What follows belongs to an exercise in optimizing a design on an open flow for small area and a short achievable clock period; a production flow would make more cautious choices.
Function was checked by simulation only, so behaviour that the tests miss may differ from the original.
Power figures rest on the tool's default switching activity, not on a simulated workload.

==> run M <==
// Ques3
module Ques3 (out, zero, Data_in, Read_Addr_1, Read_Addr_2, Write_Addr, Write_Enable, Clock, Mux_ctrl, opcode);
  output [31:0] out;
  output zero;
  input  [31:0] Data_in;
  input  [4:0]  Read_Addr_1, Read_Addr_2, Write_Addr;
  input  [2:0]  opcode;
  input         Write_Enable, Clock, Mux_ctrl;
  reg  [31:0] Reg_File [0:31];
  wire [1023:0] q;
  genvar g, k;
  generate
    for (k = 0; k < 32; k = k + 1) begin : rd
      assign q[32*k +: 32] = Reg_File[k];
    end
  endgenerate
  wire [31:0] sel1 = 32'd1 << Read_Addr_1;
  wire [31:0] sel2 = 32'd1 << Read_Addr_2;
  wire [31:0] nA, nB;
  wire [4:0]  nBs;    
  generate
    for (g = 0; g < 32; g = g + 1) begin : bt
      wire [31:0] col;
      for (k = 0; k < 32; k = k + 1) begin : c
        assign col[k] = q[32*k + g];
      end
      rd_bit R1 (.q(col), .sel(sel1), .nd(nA[g]));
      if (g < 5) begin : s2
        rd_bit2 R2 (.q(col), .sel(sel2), .nd(nB[g]), .nd2(nBs[g]));
      end else begin : n2
        rd_bit R2 (.q(col), .sel(sel2), .nd(nB[g]));
      end
    end
  endgenerate
  alu ALU (.nA(nA), .nB(nB), .nBs(nBs), .opcode(opcode), .out(out), .zero(zero));
  wire [31:0] wdata = Mux_ctrl ? out : Data_in;
  always @(posedge Clock)
    if (Write_Enable)
      Reg_File[Write_Addr] <= wdata;
endmodule
==> flow/config.mk <==
export PLATFORM = sky130hd
export DESIGN_NAME = Ques3
export DESIGN_NICKNAME = Ques3
export VERILOG_FILES = /design/flow/design.v
export SDC_FILE = /design/flow/constraint.sdc
export NUM_CORES = 4
export LEC_CHECK = 0
export CAP_MARGIN = 20
export CORE_MARGIN = 2
export CORE_UTILIZATION = 55
export CTS_CLUSTER_DIAMETER = 100
export CTS_CLUSTER_SIZE = 24
export PLACE_DENSITY = 0.72
export SETUP_SLACK_MARGIN = 2.5
export SLEW_MARGIN = 20
export SYNTH_HIERARCHICAL = 1
export SYNTH_MINIMUM_KEEP_SIZE = 0
==> flow/constraint.sdc <==
create_clock -name core_clock -period 11.0 [get_ports {Clock}]
set_input_delay 2.2000 -clock core_clock [delete_from_list [all_inputs] [get_ports {Clock}]]
set_output_delay 2.2000 -clock core_clock [all_outputs]
set_load 0.01 [all_outputs]
standard.sh (not shown) runs the stock make flow with config.mk's settings and CLKGATE_MAP_FILE= SYNTH_SCRIPT=/design/flow/synth_recipe.tcl, a recipe that flattens the netlist after the stock synthesis.
==> flow/flow/run.sh <==
#!/bin/bash
set -euo pipefail
bash standard.sh synth > synth.log 2>&1
export PRE_FLOORPLAN_TCL="$PWD/flow/downsize.tcl"
export BUFFER_PORTS_ARGS="-buffer_cell sky130_fd_sc_hd__buf_4"
bash standard.sh finish > layout.log 2>&1
==> flow/flow/downsize.tcl <==
# Set every combinational cell from synthesis to the _1 drive of its own
# function (ABC maps the design's small gate modules at high drive); the
# flow's timing repair then upsizes the cells that timing needs. Registers
# keep their cell.
set block [ord::get_db_block]
set db [ord::get_db]
set n 0
foreach inst [$block getInsts] {
  set m [$inst getMaster]
  set name [$m getName]
  if {![regexp {^(sky130_fd_sc_hd__[a-z0-9]+)_([0-9]+)$} $name -> base drive]} { continue }
  if {$drive == 1 || $drive == 0} { continue }
  if {[string match "*df*" $base] || [string match "*dl*" $base] || [string match "*conb*" $base]} { continue }
  set small [$db findMaster "${base}_1"]
  if {$small == "NULL"} { continue }
  if {[$small getWidth] >= [$m getWidth]} { continue }
  $inst swapMaster $small
  incr n
}
puts "downsize: $n cells set to drive 1"
==> run K: changes against run M <==
--- a/flow/design.v
+++ b/flow/design.v
@@ -61,12 +61,18 @@
   wire [4:0] sh = ~nBs;
   wire shk_0 = sh[0], kpk_0 = ~sh[0];
   wire shk_1 = sh[1], kpk_1 = ~sh[1];
   wire shk_2 = sh[2], kpk_2 = ~sh[2];
   wire shk_3 = sh[3], kpk_3 = ~sh[3];
   wire shk_4 = sh[4], kpk_4 = ~sh[4];
+  wire shift  = shl | shr;
+  wire lgc    = ~arith & ~shift;
+  wire shl_ok = shl & ~big;
+  wire shr_ok = shr & ~big;
+  wire shift_big = shift & big;
+  wire [31:0] nmask = ~(32'hFFFFFFFF >> sh);
   wire nb2_0;
   wire p_0;
   wire g_0;
   wire t_0;
   wire nb2_1;
   wire p_1;
@@ -798,13 +804,13 @@
   wire zar_b0;
   wire zar_b1;
   wire zar_b2;
   wire zar_b3;
   wire zar_c0;
   wire zar_c1;
-  wire zar_nz;
+  wire t_ar;
   wire zy_0;
   wire zy_1;
   wire zy_2;
   wire zy_3;
   wire zy_4;
   wire zy_5;
@@ -853,24 +859,24 @@
   wire zsh_b0;
   wire zsh_b1;
   wire zsh_b2;
   wire zsh_b3;
   wire zsh_c0;
   wire zsh_c1;
-  wire zsh_nz;
+  wire t_sh;
   wire zlg_a0;
   wire zlg_a1;
   wire zlg_a2;
   wire zlg_a3;
   wire zlg_a4;
   wire zlg_a5;
   wire zlg_a6;
   wire zlg_a7;
   wire zlg_b0;
   wire zlg_b1;
-  wire nz_lg;
+  wire t_lg;
   g_mux2i u1 (.a0(k0), .a1(k1), .s(nB[0]), .y(nb2_0));
   g_xor2 u2 (.a(nA[0]), .b(nb2_0), .y(p_0));
   g_nor2 u3 (.a(nA[0]), .b(nb2_0), .y(g_0));
   g_nand2 u4 (.a(nA[0]), .b(nb2_0), .y(t_0));
   g_mux2i u5 (.a0(k0), .a1(k1), .s(nB[1]), .y(nb2_1));
   g_xor2 u6 (.a(nA[1]), .b(nb2_1), .y(p_1));
@@ -1634,13 +1640,13 @@
   g_nand4 u764 (.a(zar_a0), .b(zar_a1), .c(zar_a2), .d(zar_a3), .y(zar_b0));
   g_nand4 u765 (.a(zar_a4), .b(zar_a5), .c(zar_a6), .d(zar_a7), .y(zar_b1));
   g_nand4 u766 (.a(zar_a8), .b(zar_a9), .c(zar_a10), .d(zar_a11), .y(zar_b2));
   g_nand4 u767 (.a(zar_a12), .b(zar_a13), .c(zar_a14), .d(zar_a15), .y(zar_b3));
   g_nor2 u768 (.a(zar_b0), .b(zar_b1), .y(zar_c0));
   g_nor2 u769 (.a(zar_b2), .b(zar_b3), .y(zar_c1));
-  g_nand2 u770 (.a(zar_c0), .b(zar_c1), .y(zar_nz));
+  g_nand3 u770 (.a(arith), .b(zar_c0), .c(zar_c1), .y(t_ar));
   g_nor2 u771 (.a(nai_0), .b(nmask[0]), .y(zy_0));
   g_nor2 u772 (.a(nai_1), .b(nmask[1]), .y(zy_1));
   g_nor2 u773 (.a(nai_2), .b(nmask[2]), .y(zy_2));
   g_nor2 u774 (.a(nai_3), .b(nmask[3]), .y(zy_3));
   g_nor2 u775 (.a(nai_4), .b(nmask[4]), .y(zy_4));
   g_nor2 u776 (.a(nai_5), .b(nmask[5]), .y(zy_5));
@@ -1689,35 +1695,25 @@
   g_nand4 u819 (.a(zsh_a0), .b(zsh_a1), .c(zsh_a2), .d(zsh_a3), .y(zsh_b0));
   g_nand4 u820 (.a(zsh_a4), .b(zsh_a5), .c(zsh_a6), .d(zsh_a7), .y(zsh_b1));
   g_nand4 u821 (.a(zsh_a8), .b(zsh_a9), .c(zsh_a10), .d(zsh_a11), .y(zsh_b2));
   g_nand4 u822 (.a(zsh_a12), .b(zsh_a13), .c(zsh_a14), .d(zsh_a15), .y(zsh_b3));
   g_nor2 u823 (.a(zsh_b0), .b(zsh_b1), .y(zsh_c0));
   g_nor2 u824 (.a(zsh_b2), .b(zsh_b3), .y(zsh_c1));
-  g_nand2 u825 (.a(zsh_c0), .b(zsh_c1), .y(zsh_nz));
+  g_a31oi u825 (.a1(shift), .a2(zsh_c0), .a3(zsh_c1), .b1(shift_big), .y(t_sh));
   g_nand4 u826 (.a(n1_0), .b(n1_1), .c(n1_2), .d(n1_3), .y(zlg_a0));
   g_nand4 u827 (.a(n1_4), .b(n1_5), .c(n1_6), .d(n1_7), .y(zlg_a1));
   g_nand4 u828 (.a(n1_8), .b(n1_9), .c(n1_10), .d(n1_11), .y(zlg_a2));
   g_nand4 u829 (.a(n1_12), .b(n1_13), .c(n1_14), .d(n1_15), .y(zlg_a3));
   g_nand4 u830 (.a(n1_16), .b(n1_17), .c(n1_18), .d(n1_19), .y(zlg_a4));
   g_nand4 u831 (.a(n1_20), .b(n1_21), .c(n1_22), .d(n1_23), .y(zlg_a5));
   g_nand4 u832 (.a(n1_24), .b(n1_25), .c(n1_26), .d(n1_27), .y(zlg_a6));
   g_nand4 u833 (.a(n1_28), .b(n1_29), .c(n1_30), .d(n1_31), .y(zlg_a7));
   g_nor4 u834 (.a(zlg_a0), .b(zlg_a1), .c(zlg_a2), .d(zlg_a3), .y(zlg_b0));
   g_nor4 u835 (.a(zlg_a4), .b(zlg_a5), .c(zlg_a6), .d(zlg_a7), .y(zlg_b1));
-  g_nand2 u836 (.a(zlg_b0), .b(zlg_b1), .y(nz_lg));
-  zero_sel ZS (.arith(arith), .shift(shift), .lgc(lgc), .big(big), .nz_ar(zar_nz), .nz_m(zsh_nz), .nz_lg(nz_lg), .zero(zero));
-  wire shift  = shl | shr;
-  wire lgc    = ~arith & ~shift;
-  wire shl_ok = shl & ~big;
-  wire shr_ok = shr & ~big;
-  wire [31:0] nmask = ~(32'hFFFFFFFF >> sh);
-endmodule
-module zero_sel (arith, shift, lgc, big, nz_ar, nz_m, nz_lg, zero);
-  input arith, shift, lgc, big, nz_ar, nz_m, nz_lg;
-  output zero;
-  assign zero = (arith & ~nz_ar) | (shift & (big | ~nz_m)) | (lgc & ~nz_lg);
+  g_nand3 u836 (.a(lgc), .b(zlg_b0), .c(zlg_b1), .y(t_lg));
+  g_nand3 u837 (.a(t_ar), .b(t_sh), .c(t_lg), .y(zero));
 endmodule
 module rd_bit (q, sel, nd);
   input  [31:0] q, sel;
   output        nd;
   wire [10:0] l;
   wire h0, h1, h2;
@@ -1806,12 +1802,17 @@
 endmodule
 module g_a21oi (a1, a2, b1, y);
   input a1, a2, b1;
   output y;
   assign y = ~((a1 & a2) | b1);
 endmodule
+module g_a31oi (a1, a2, a3, b1, y);
+  input a1, a2, a3, b1;
+  output y;
+  assign y = ~((a1 & a2 & a3) | b1);
+endmodule
 module g_o21ai (a1, a2, b1, y);
   input a1, a2, b1;
   output y;
   assign y = ~((a1 | a2) & b1);
 endmodule
 module g_a22oi (a1, a2, b1, b2, y);
==> run notes <==
Outcome: run M complete, no violations; run K complete, no violations
# diodes: run M 8; run K 5
Logic gate share of total power: run M 0.257; run K 0.261
Total cell area at the placement stage: run M 0.0494 mm^2; run K 0.0494 mm^2
Die boundary width: run M 292 um; run K 292 um
Number of multi-input combinational cells: run M 2028; run K 2024
First-pass detailed-route iteration total: run M 15; run K 17
Number of gates resized after cts: run M 210; run K 271
Hold_ws: run M 1.91 ns; run K 1.94 ns
Grt met2 use: run M 0.648; run K 0.623
Power in combinational cells: run M 0.00228 W; run K 0.00231 W
Non-Clock Buffer Area Fraction: run M 0.0696; run K 0.0732
Start of the worst register-to-register path: run M Reg_File[18][21]; run K Reg_File[0][17]
Design Power: run M 0.00887 W; run K 0.00887 W
Post-placement worst setup slack: run M 0.932 ns; run K 1.23 ns
Leak: run M 17.4 nW; run K 17.5 nW
Routed met1 length: run M 59600 um; run K 60800 um
Share of final-layout standard cells stronger than drive strength 1: run M 0.260; run K 0.274
Met2 wirelength from detailed routing: run M 81700 um; run K 80700 um
Ratio of total power to cell area: run M 163 mW/mm^2; run K 161 mW/mm^2
Worst EP arrival: run M 6.58 ns; run K 6.41 ns
Via count: run M 38900; run K 39300
Path depth of the worst reg2reg path: run M 16; run K 15
Metal3 WL: run M 33200 um; run K 34500 um

## separate check: timing with driven ports
No port has a modelled driver above. Below, the same layouts with a new extraction and two added sets of constraints.
Step 1 assumes that a clkbuf_16 drives the clock port and a buf_2 every other input.
Step 2 times the ports against the registers' clock, not the clock port: input delays grow and output delays shrink by t, the midpoint of the rising clock arrivals with the driver on.
Three values: no drivers, after step 1, after step 2; two values: the first two.
| run | t (ns) | setup WS [ns] | worst setup path after step 2 | cell pins on the clock port's net |
|---|---|---|---|---|
| run M | 0.738 | 2.217 / 2.127 / 2.127 | input to output | 1 |
| run K | 0.721 | 2.391 / 2.357 / 2.357 | input to output | 1 |
After both steps every run listed still meets setup and hold. For run M, which loses most, drivers alone change the setup slack by -0.090 ns; drivers and shift together by -0.090 ns.
